This is an optimization exercise on Yosys and OpenROAD, whose aim is small area, not a production implementation.
RTL that was checked went through simulation tests only; none was proved equivalent to the original.
Power figures rest on the tool's default switching activity, not on a simulated workload.

main:
==> module AXI_raddr, before the edit <==
module AXI_raddr(
	aclk,
	areset,
	araddr,
	arlen,
	arvalid,
	arready,
	dma_axi_start,
	dma_axi_raddr_free,
	dma_cfg_saddr,
	dma_cfg_number,
	dma_cfg_sexceed_4k
);
input aclk;
input areset;
output [31:0] araddr;
output [3:0] arlen;
output arvalid;
input arready;
input dma_axi_start;
output dma_axi_raddr_free;
input [31:0] dma_cfg_saddr;
input [13:0] dma_cfg_number;
input dma_cfg_sexceed_4k;
reg busy;
reg [31:0] araddr;
reg [3:0] arlen;
reg len_zero;
reg [13:0] cnt;
reg last;
assign arvalid = busy;
assign dma_axi_raddr_free = ~busy;
wire load = ~busy & dma_axi_start;
wire take = busy & arready & ~len_zero;
wire adv = busy & arready & ~last;
wire [13:0] cnt_in = busy ? cnt : dma_cfg_number;
wire [13:0] cnt_sub = busy ? (take ? {10'h3ff, ~arlen} : 14'd0) : 14'h3fff;
wire [4:0] cnt_lo = {1'b0, cnt_in[3:0]} + {1'b0, cnt_sub[3:0]};
wire cnt_dec = cnt_sub[4] & ~cnt_lo[4];
wire [13:0] cnt_nx;
assign cnt_nx[3:0] = cnt_lo[3:0];
genvar i;
generate
	for (i = 4; i < 14; i = i + 1) begin : g_cnt
		if (i == 4) begin : g_b
			assign cnt_nx[i] = cnt_in[i] ^ cnt_dec;
		end else begin : g_n
			assign cnt_nx[i] = cnt_in[i] ^ (cnt_dec & ~|cnt_in[i-1:4]);
		end
	end
endgenerate
wire cnt_hi = |cnt_nx[13:4];
wire cnt_ones = &cnt_nx;
wire [3:0] len_nx = cnt_hi ? 4'hf : cnt_nx[3:0];
wire [3:0] s = dma_cfg_saddr[3:0];
wire s_zero = ~|s;
wire first_last = dma_cfg_sexceed_4k ?
	(s_zero ? cnt_ones : (~cnt_hi & (cnt_nx[3:0] == ~s))) :
	(~cnt_hi | cnt_ones);
wire add = adv & ~len_zero;
wire [4:0] addr_lo = {1'b0, araddr[3:0]} + {1'b0, add ? arlen : 4'd0} + {4'd0, add};
wire [31:0] addr_nx;
assign addr_nx[3:0] = addr_lo[3:0];
generate
	for (i = 4; i < 32; i = i + 1) begin : g_addr
		if (i == 4) begin : g_b
			assign addr_nx[i] = araddr[i] ^ addr_lo[4];
		end else begin : g_n
			assign addr_nx[i] = araddr[i] ^ (addr_lo[4] & &araddr[i-1:4]);
		end
	end
endgenerate
always @(posedge aclk) begin
	if (!areset) begin
		busy <= 1'b0;
		araddr <= 32'd0;
		arlen <= 4'd0;
		len_zero <= 1'b0;
	end else begin
		if (busy)
			busy <= ~(arready & last);
		else
			busy <= dma_axi_start;
		araddr <= load ? dma_cfg_saddr : addr_nx;
		if (load & dma_cfg_sexceed_4k) begin
			arlen <= ~s;
			len_zero <= s_zero;
		end else if (load | adv) begin
			arlen <= len_nx;
			len_zero <= cnt_ones;
		end
	end
	cnt <= cnt_nx;
	if (load)
		last <= first_last;
	else if (adv)
		last <= ~cnt_hi;
end
endmodule
export LEC_CHECK = 0
export CAP_MARGIN = 20
export CORE_MARGIN = 2
export CORE_UTILIZATION = 40
export GPL_TIMING_DRIVEN = 0
export SLEW_MARGIN = 20
create_clock -name core_clock -period 5.0 [get_ports {aclk}]
standard.sh (not shown) runs the stock make flow with config.mk's settings and CLKGATE_MAP_FILE= SYNTH_SCRIPT=/design/flow/synth_recipe.tcl, a recipe that flattens the netlist after the stock synthesis.
==> flow/flow/run.sh <==
#!/bin/bash
# Standard ORFS layout with two changes: the port buffers use the smallest
# buffer cell, and (if flow/abc.script exists) ABC maps with an area-oriented script.
set -euo pipefail
here=$(pwd)
if [[ -f flow/abc.script ]]; then
  cp -r "$FLOW_HOME/scripts" "$here/scripts"
  cp flow/abc.script "$here/scripts/abc_speed.script"
  export SCRIPTS_DIR="$here/scripts"
fi
export BUFFER_PORTS_ARGS="-buffer_cell sky130_fd_sc_hd__buf_1"
bash standard.sh > standard_flow.log 2>&1
==> flow/flow/abc.script <==
strash
dc2
strash
dch -f
amap
Relative to main, the following input files were edited for the feature branch:
==> flow/design.v <==
module AXI_raddr(
	aclk,
	areset,
	araddr,
	arlen,
	arvalid,
	arready,
	dma_axi_start,
	dma_axi_raddr_free,
	dma_cfg_saddr,
	dma_cfg_number,
	dma_cfg_sexceed_4k
);
input aclk;
input areset;
output [31:0] araddr;
output [3:0] arlen;
output arvalid;
input arready;
input dma_axi_start;
output dma_axi_raddr_free;
input [31:0] dma_cfg_saddr;
input [13:0] dma_cfg_number;
input dma_cfg_sexceed_4k;
reg busy;
reg [31:0] araddr;
reg [3:0] arlen;
reg len_zero;
reg [13:0] cnt;
reg last;
assign arvalid = busy;
assign dma_axi_raddr_free = ~busy;
genvar i;
wire load = ~busy & dma_axi_start;
wire take = busy & arready & ~len_zero;
wire adv = busy & arready & ~last;
wire [13:0] cnt_in = busy ? cnt : dma_cfg_number;
wire [3:0] sub_lo = busy ? (take ? ~arlen : 4'd0) : 4'hf;
wire sub_hi = ~busy | take;
wire [4:0] cnt_lo = {1'b0, cnt_in[3:0]} + {1'b0, sub_lo};
wire dec = sub_hi & ~cnt_lo[4];
wire [9:0] x = cnt_in[13:4];
wire [13:0] cnt_nx;
assign cnt_nx[3:0] = cnt_lo[3:0];
assign cnt_nx[4] = x[0] ^ dec;
generate
	for (i = 1; i < 10; i = i + 1) begin : g_cnt
		assign cnt_nx[4+i] = x[i] ^ (dec & ~|x[i-1:0]);
	end
endgenerate
wire hi = |x[9:1] | (x[0] ^ dec);
wire [3:0] len_nx = hi ? 4'hf : cnt_lo[3:0];
wire [3:0] s = dma_cfg_saddr[3:0];
wire s_zero = ~|s;
wire num_zero = ~|dma_cfg_number;
wire first_last = dma_cfg_sexceed_4k ?
	(~|dma_cfg_number[13:4] & &(cnt_lo[3:0] ^ s)) :
	(~hi | num_zero);
wire add = adv & ~len_zero;
wire [4:0] addr_lo = {1'b0, araddr[3:0]} + {1'b0, add ? arlen : 4'd0} + {4'd0, add};
wire [4:0] gen_lo = {1'b0, araddr[3:0]} + {1'b0, arlen} + 5'd1;
wire [31:0] addr_nx;
assign addr_nx[3:0] = addr_lo[3:0];
wire [7:0] blk;
assign blk[0] = gen_lo[4];
generate
	for (i = 0; i < 7; i = i + 1) begin : g_blk
		assign blk[i+1] = blk[i] & &araddr[4*i+7:4*i+4];
		assign addr_nx[4*i+4] = araddr[4*i+4] ^ (add & blk[i]);
		assign addr_nx[4*i+5] = araddr[4*i+5] ^ (add & blk[i] & araddr[4*i+4]);
		assign addr_nx[4*i+6] = araddr[4*i+6] ^ (add & blk[i] & &araddr[4*i+5:4*i+4]);
		assign addr_nx[4*i+7] = araddr[4*i+7] ^ (add & blk[i] & &araddr[4*i+6:4*i+4]);
	end
endgenerate
always @(posedge aclk) begin
	if (!areset) begin
		busy <= 1'b0;
		araddr <= 32'd0;
		arlen <= 4'd0;
		len_zero <= 1'b0;
	end else begin
		if (busy)
			busy <= ~(arready & last);
		else
			busy <= dma_axi_start;
		araddr <= load ? dma_cfg_saddr : addr_nx;
		if (load & dma_cfg_sexceed_4k) begin
			arlen <= ~s;
			len_zero <= s_zero;
		end else if (load) begin
			arlen <= len_nx;
			len_zero <= num_zero;
		end else if (adv) begin
			arlen <= len_nx;
			len_zero <= 1'b0;
		end
	end
	cnt <= cnt_nx;
	if (load)
		last <= first_last;
	else if (adv)
		last <= ~hi;
end
endmodule
### Flow results
The feature branch: PASS, flow complete, no timing, DRC or antenna violations
Diff main -> the feature branch: global routing usage summed across all routing layers moved down, final cell count lower.
Re fraction of final layout cells sized beyond drive strength 1: the feature branch is 13 points down on main.
[compare] base=main new=the feature branch: portion of total power attributed to combinational logic decreased 0.3 points; met1 routing resource usage after global routing decreased 0.76 points.
Sort main and the feature branch by DRC marker count from the first detailed-route iteration, descending, and the feature branch comes first.
Across both runs, sequential power share was higher for the feature branch than for main.
Re post-synthesis compound-gate area fraction: the feature branch is 1.3 points up on main.
The feature branch has power below what main had.
Sort main and the feature branch by final instance area, descending, and main comes first.
The feature branch reports a lower post-cts sizing count than main does.
Total met3 wirelength after detailed routing (main / the feature branch): 0.801
Diff the feature branch..main | number of tap cells inserted | unchanged
The RTL of main was laid out without a check of its function.

port drivers added, routing unchanged:
How much do the figures lean on ideal ports? The routed layouts below were timed once more, with nothing changed but the port constraints. Step 1, drivers: a clkbuf_16 drives aclk and a buf_2 each remaining input, both assumed. Step 2 moves the port delays by t, midway between the first and last clock arrival at a register: inputs arrive t later, outputs are due t later. That takes back most of the time a late clock gives input paths. Three values: ideal, step 1, step 2; two values: the first two.
run	t, ns	setup slack, ns	worst setup path at the end	worst slew at a driven data input, ns	cell pins on the clock port's net
main	0.340	0.052 / 0.020 / -0.319	input to register	0.06	1
the feature branch	0.326	0.382 / 0.388 / 0.062	input to register	0.05	1
Met with ideal ports but missed after step 2: setup timing in main. For main, which loses most, drivers alone change the setup slack by -0.032 ns; drivers and shift together by -0.371 ns.
